From an optimization exercise on the open Yosys and OpenROAD flow, aimed at small area; shortcuts taken in it are not production practice. RTL that was checked went through simulation tests only; none was proved equivalent to the original. No driver is modelled on the clock port, so clock power and skew are understated where the tree is cut down; a real chip needs a root buffer or a tree.

==> v29 <==
## top
module top (
    input  clk,         
    input  rst,         
    input  i2c_sda,     
    input  i2c_scl,     
    output debug_led,   
    output tx           
);
==> module i2c_sniffer, before the edit <==
module i2c_sniffer (
    input  wire       clk,
    input  wire       rst,
    input  wire       i2c_sda,
    input  wire       i2c_scl,
    output reg        debug_led,
    output wire       byte_valid,    
    output wire [7:0] byte_data
);
    reg [1:0] scl_sync, sda_sync;
    reg scl_clean, sda_clean, scl_prev_clean, sda_prev_clean;
    always @(posedge clk) begin
        scl_sync <= {scl_sync[0], i2c_scl};
        sda_sync <= {sda_sync[0], i2c_sda};
        scl_clean <= scl_sync[1];
        sda_clean <= sda_sync[1];
        scl_prev_clean <= scl_clean;
        sda_prev_clean <= sda_clean;
    end
    wire start_cond  = scl_clean & scl_prev_clean & sda_prev_clean & ~sda_clean;
    wire stop_cond   = scl_clean & scl_prev_clean & ~sda_prev_clean & sda_clean;
    wire scl_posedge = scl_clean & ~scl_prev_clean;
    localparam [2:0] IDLE_STOP = 3'b000,   
                     IDLE_DATA = 3'b001,   
                     ADDR      = 3'b100,
                     REG       = 3'b101,
                     WRITE     = 3'b110,
                     READ      = 3'b111;
    reg [2:0] phase;
    reg [8:0] cap;
    reg       sniff_success;
    wire active = phase[2];
    wire ack    = cap[8];
    assign byte_valid = active & scl_posedge & ~ack & cap[7];
    assign byte_data  = {cap[6:0], sda_clean};
    always @(posedge clk) begin
        if (start_cond | (scl_posedge & ack & ~(phase == REG & sda_clean)))
            cap <= 9'd1;
        else if (scl_posedge & ~ack)
            cap <= {cap[7:0], sda_clean};
    end
    always @(posedge clk or posedge rst) begin
        if (rst) begin
            phase <= IDLE_STOP;
        end else if (stop_cond) begin
            phase <= IDLE_STOP;
        end else if (start_cond) begin
            if (phase != IDLE_DATA)
                phase <= ADDR;
        end else if (scl_posedge & ack & active) begin
            case (phase)
                ADDR:    phase <= cap[0] ? READ : REG;
                REG:     if (~sda_clean) phase <= WRITE;
                WRITE:   phase <= IDLE_DATA;
                default: phase <= READ;
            endcase
        end
    end
    always @(posedge clk or posedge rst) begin
        if (rst) begin
            sniff_success <= 1'b0;
            debug_led <= 1'b0;
        end else begin
            if (phase == READ & ack)
                sniff_success <= 1'b1;
            debug_led <= sniff_success;
        end
    end
endmodule
==> module uart_tx, before the edit <==
module uart_tx (
    input        clk,
    input        rst,
    input        tx_start,
    input  [7:0] tx_data,
    output       tx_serial
);
    reg [10:0] shreg;
    reg [1:0]  cj;
    reg [2:0]  ca;
    reg [4:0]  cb;
    wire tick = ~|{cj, ca[1:0], cb[3:0]};      
    wire idle = ~|shreg[10:1];
    wire load = tx_start & idle & (~shreg[0] | tick);
    assign tx_serial = shreg[0] | idle;
    always @(posedge clk or posedge rst) begin
        if (rst)
            shreg <= 11'd0;
        else
            shreg <= (tick ? {1'b0, shreg[10:1]} : shreg)
                   | ({11{load}} & {1'b1, tx_data, 1'b0, 1'b1});
    end
    always @(posedge clk) begin
        if (load) begin
            cj <= 2'b00;
            ca <= 3'b101;
            cb <= 5'b10101;
        end else begin
            cj <= {cj[0], ~cj[1]};
            ca <= {ca[1:0], ca[2] ^ ca[1]};
            cb <= {cb[3:0], cb[4] ^ cb[2]};
        end
    end
endmodule
export LEC_CHECK = 0
export CAP_MARGIN = 20
export CORE_MARGIN = 2
export CORE_UTILIZATION = 40
export SLEW_MARGIN = 20
create_clock -name core_clock -period 10.0 [get_ports {clk}]
standard.sh (not shown) runs the stock make flow with config.mk's settings and CLKGATE_MAP_FILE= SYNTH_SCRIPT=/design/flow/synth_recipe.tcl, a recipe that flattens the netlist after the stock synthesis.
==> flow/flow/run.sh <==
#!/bin/bash
# Own flow: the standard layout, with a smaller clock tree (one cluster,
# no dummy loads) and the smallest buffer on the ports.
set -euo pipefail
CTS="-sink_clustering_enable -sink_clustering_size 60 -sink_clustering_max_diameter 500 -root_buf sky130_fd_sc_hd__clkbuf_8 -buf_list sky130_fd_sc_hd__clkbuf_8 -dont_use_dummy_load -repair_clock_nets"
bash standard.sh "CTS_ARGS=$CTS" "BUFFER_PORTS_ARGS=-buffer_cell sky130_fd_sc_hd__buf_1" finish > standard_flow.log 2>&1
==> inputs of v12, as changes to v29 <==
--- a/flow/design.v
+++ b/flow/design.v
@@ -28,7 +28,8 @@
                      WRITE     = 3'b110,
                      READ      = 3'b111;
     reg [2:0] phase;
-    reg [8:0] cap;
+    reg [8:0] cap_n;           
+    wire [8:0] cap = ~cap_n;
     reg       sniff_success;
     wire active = phase[2];
     wire ack    = cap[8];
@@ -36,11 +37,11 @@
     assign byte_data  = {cap[6:0], sda_clean};
     always @(posedge clk) begin
         if (start_cond | (scl_posedge & ack & ~(phase == REG & sda_clean)))
-            cap <= 9'd1;
+            cap_n <= ~9'd1;
         else if (scl_posedge & ~ack)
-            cap <= {cap[7:0], sda_clean};
+            cap_n <= ~{cap[7:0], sda_clean};
     end
-    always @(posedge clk or posedge rst) begin
+    always @(posedge clk) begin
         if (rst) begin
             phase <= IDLE_STOP;
         end else if (stop_cond) begin
@@ -57,15 +58,12 @@
             endcase
         end
     end
-    always @(posedge clk or posedge rst) begin
-        if (rst) begin
+    always @(posedge clk) begin
+        if (rst)
             sniff_success <= 1'b0;
-            debug_led <= 1'b0;
-        end else begin
-            if (phase == READ & ack)
-                sniff_success <= 1'b1;
-            debug_led <= sniff_success;
-        end
+        else if (phase == READ & ack)
+            sniff_success <= 1'b1;
+        debug_led <= sniff_success;
     end
 endmodule
 `timescale 1ns / 1ps
@@ -81,11 +79,11 @@
     reg [1:0]  cj;
     reg [2:0]  ca;
     reg [4:0]  cb;
-    wire tick = ~|{cj, ca[1:0], cb[3:0]};      
+    wire tick = ~|{cj[0], ~cj[1], ca[0], ca[2], cb[0], cb[2], ~cb[3], cb[4]};
     wire idle = ~|shreg[10:1];
     wire load = tx_start & idle & (~shreg[0] | tick);
     assign tx_serial = shreg[0] | idle;
-    always @(posedge clk or posedge rst) begin
+    always @(posedge clk) begin
         if (rst)
             shreg <= 11'd0;
         else
@@ -94,13 +92,13 @@
     end
     always @(posedge clk) begin
         if (load) begin
-            cj <= 2'b00;
+            cj <= 2'b10;
             ca <= 3'b101;
-            cb <= 5'b10101;
+            cb <= 5'b11110;
         end else begin
-            cj <= {cj[0], ~cj[1]};
-            ca <= {ca[1:0], ca[2] ^ ca[1]};
-            cb <= {cb[3:0], cb[4] ^ cb[2]};
+            cj <= {~cj[0], cj[1]};
+            ca <= {~ca[1], ~ca[0], ~(ca[2] ^ ca[1])};
+            cb <= {~cb[3], ~cb[2], ~cb[1], ~cb[0], cb[4] ^ cb[2]};
         end
     end
 endmodule
==> flow/flow/run.sh (replaced) <==
#!/bin/bash
# Own flow: the standard layout (standard.sh) with three changes:
#  - synthesis maps the logic with an area-oriented ABC script
#    (flow/synth.tcl, flow/area.abc); registers are mapped as in the
#    standard synthesis;
#  - the clock is buffered by a few buffers placed at register clusters
#    (flow/pre_cts.tcl, flow/clock_buffers.tcl) instead of TritonCTS's
#    H-tree with dummy loads;
#  - port buffers use the smallest buffer cell.
# The full output of the ORFS make run is in standard_flow.log; each step's
# log is under orfs/logs/.
set -euo pipefail
export OWN_ABC_SCRIPT=$PWD/flow/area.abc
export FLOW_SYNTH_TCL=$PWD/synth_recipe.tcl
export CLOCK_BUFFER_CELL=sky130_fd_sc_hd__clkbuf_8
export CLOCK_BUFFER_COUNT=3
bash standard.sh \
  "SYNTH_SCRIPT=$PWD/flow/synth.tcl" \
  "BUFFER_PORTS_ARGS=-buffer_cell sky130_fd_sc_hd__buf_1" \
  "PRE_CTS_TCL=$PWD/flow/pre_cts.tcl" \
  finish > standard_flow.log 2>&1
==> flow/flow/area.abc (new file) <==
strash
&get -n
&st
&deepsyn -T 20
&put
amap
topo
==> flow/flow/clock_buffers.tcl (new file) <==
# Clock buffering without a tree: the clock port drives K buffers, each
# placed at the centre of a group of nearby registers and driving that group.
proc insert_clock_buffers { cell k } {
  set block [ord::get_db_block]
  set master [[ord::get_db] findMaster $cell]
  set clknet [$block findNet clk]
  set pins {}
  foreach it [$clknet getITerms] {
    set loc [[$it getInst] getLocation]
    lappend pins [list $it [lindex $loc 0] [lindex $loc 1]]
  }
  # k-means on register locations, seeded by spreading along x
  set pins [lsort -real -index 1 $pins]
  set n [llength $pins]
  set cents {}
  for {set g 0} {$g < $k} {incr g} {
    set p [lindex $pins [expr {int(($g + 0.5) * $n / $k)}]]
    lappend cents [list [lindex $p 1] [lindex $p 2]]
  }
  for {set iter 0} {$iter < 20} {incr iter} {
    set assign {}
    foreach p $pins {
      set best 0; set bd 1e30
      for {set g 0} {$g < $k} {incr g} {
        set c [lindex $cents $g]
        set d [expr {abs([lindex $p 1] - [lindex $c 0]) + abs([lindex $p 2] - [lindex $c 1])}]
        if {$d < $bd} { set bd $d; set best $g }
      }
      lappend assign $best
    }
    set newc {}
    for {set g 0} {$g < $k} {incr g} {
      set sx 0; set sy 0; set m 0
      foreach p $pins a $assign { if {$a == $g} { set sx [expr {$sx + [lindex $p 1]}]; set sy [expr {$sy + [lindex $p 2]}]; incr m } }
      if {$m > 0} { lappend newc [list [expr {$sx / $m}] [expr {$sy / $m}]] } else { lappend newc [lindex $cents $g] }
    }
    set cents $newc
  }
  for {set g 0} {$g < $k} {incr g} {
    set net [odb::dbNet_create $block "clk_g$g"]
    $net setSigType CLOCK
    set inst [odb::dbInst_create $block $master "clkbuf_g$g"]
    set m 0
    foreach p $pins a $assign {
      if {$a == $g} { set it [lindex $p 0]; $it disconnect; $it connect $net; incr m }
    }
    [$inst findITerm A] connect $clknet
    [$inst findITerm X] connect $net
    set c [lindex $cents $g]
    $inst setLocation [expr {int([lindex $c 0])}] [expr {int([lindex $c 1])}]
    $inst setPlacementStatus PLACED
    puts "clock buffer clkbuf_g$g ($cell) drives $m register clock pins"
  }
}
==> flow/flow/pre_cts.tcl (new file) <==
# PRE_CTS hook: buffer the clock by hand (see clock_buffers.tcl) in place of
# TritonCTS's H-tree, then make the step's clock_tree_synthesis call only
# switch the clock to propagated mode. The rest of the CTS step
# (legalisation, hold repair) runs as usual.
source [file join [file dirname [info script]] clock_buffers.tcl]
insert_clock_buffers $::env(CLOCK_BUFFER_CELL) $::env(CLOCK_BUFFER_COUNT)
rename clock_tree_synthesis tritoncts_clock_tree_synthesis
proc clock_tree_synthesis { args } {
  puts "clock buffered by hand; TritonCTS not run"
  set_propagated_clock [all_clocks]
}
==> flow/flow/synth.tcl (new file) <==
# The standard synthesis (synth_recipe.tcl, which sources ORFS's
# synth.tcl) with one change: the combinational logic is mapped by ABC with
# an area-oriented script (flow/area.abc) instead of ORFS's speed script.
# Registers are mapped before ABC runs, so they are the same as in the
# standard synthesis.
proc abc { args } {
  set i [lsearch -exact $args -script]
  if { $i >= 0 } {
    lset args [expr { $i + 1 }] $::env(OWN_ABC_SCRIPT)
  }
  yosys abc {*}$args
}
source $::env(FLOW_SYNTH_TCL)
==> inputs of v20, as changes to v29 <==
==> flow/run.sh (new file) <==
#!/bin/bash
# synth_recipe.tcl (not shown) runs the flow's synth.tcl, then flattens the netlist and writes it again
# the make line also repeats each setting of config.mk as NAME=value (left out here)
make -C /OpenROAD-flow-scripts/flow DESIGN_CONFIG=/design/flow/config.mk WORK_HOME=/design/flow/orfs CLKGATE_MAP_FILE= SYNTH_SCRIPT=/design/flow/synth_recipe.tcl finish
removed: flow/flow/run.sh
removed: flow/standard.sh
==> flow_summary_export.csv <==
group,metric,value,unit
floorplanning,nWellTaps,46,
synthesis,synth_area_leaders,"dfxtp_1 (63%), o22a_1 (5.7%), a221o_1 (4.4%), nor2_1 (3.5%), nor3_1 (3.3%)",
final_layout,final_util,0.451,
run_status,status,"complete, no violations",
route,drt-total-wl,2280,µm
worst_setup_path,worstPathCellList,"or4_1 -> or4_1 -> nand2b_1 -> buf_1",
sta,max_freq,266,MHz
worst_setup_path,reg2regPathDepth,8,
the above is filed under v12

==> flow_summary_export.csv <==
group,metric,value,unit
run_status,status,"complete, no violations",
route,drt-total-wl,3080,µm
clock_tree,worstSkewPairLatency,0.30,ns
worst_setup_path,r2r_setup_slack,7.84,ns
worst_setup_path,cp_slowest_cell,"clkdlybuf4s50_1",
sta,worst_slack,6.16,ns
final_layout,drive_gt1_frac,0.0936,
final_layout,final_util,0.475,
floorplanning,pin_count,6,
sta,max_freq,261,MHz
worst_setup_path,reg2regPathDepth,4,
worst_setup_path,worstPathCellList,"nor4_1 -> a31o_2 -> clkdlybuf4s50_1",
floorplanning,nWellTaps,50,
the above is filed under v20

==> flow_summary_export.csv <==
group,metric,value,unit
synthesis,synth_flop_cell,"dfxtp_1",
synthesis,synth_area_leaders,"dfxtp_1 (32%), dfrtp_1 (24%), mux2i_1 (7.7%), nor2_1 (4.0%), a21oi_1 (3.8%)",
final_layout,dominant_cells,"registers",
final_layout,final_util,0.450,
run_status,status,"complete, no violations",
worst_setup_path,endpoint,"tx",
worst_setup_path,reg2regPathDepth,4,
route,drt-total-wl,2960,µm
worst_setup_path,worstPathCellList,"nor4_1 -> a31o_2 -> buf_1",
sta,max_freq,289,MHz
final_layout,largest-register,"uart_tx_inst.shreg",
the above is filed under v29

No functional check of the RTL was part of v12. The clock cells of v12 come from the design's own scripts or RTL, not from TritonCTS.

## static timing again, ports no longer ideal
Ports are ideal in the flow. The routed layouts listed here were re-timed in OpenROAD. Step 1, drivers: a clkbuf_16 drives clk and a buf_2 each remaining input, both assumed. Step 2, shift: input delay + t, output delay - t, t = (earliest + latest rising clock arrival at the registers) / 2. This alone moves slack from input paths to output paths. Three values: no drivers, after step 1, after step 2; two values: the first two.
run | t, ns | setup slack, ns | cell pins on the clock port's net
v29 | 0.306 | 6.540 / 6.513 / 6.819 | 1
v12 | 0.193 | 6.235 / 6.192 / 6.385 | 3
v20 | 0.318 | 6.164 / 6.139 / 6.457 | 1
After both steps every run listed still meets setup and hold.
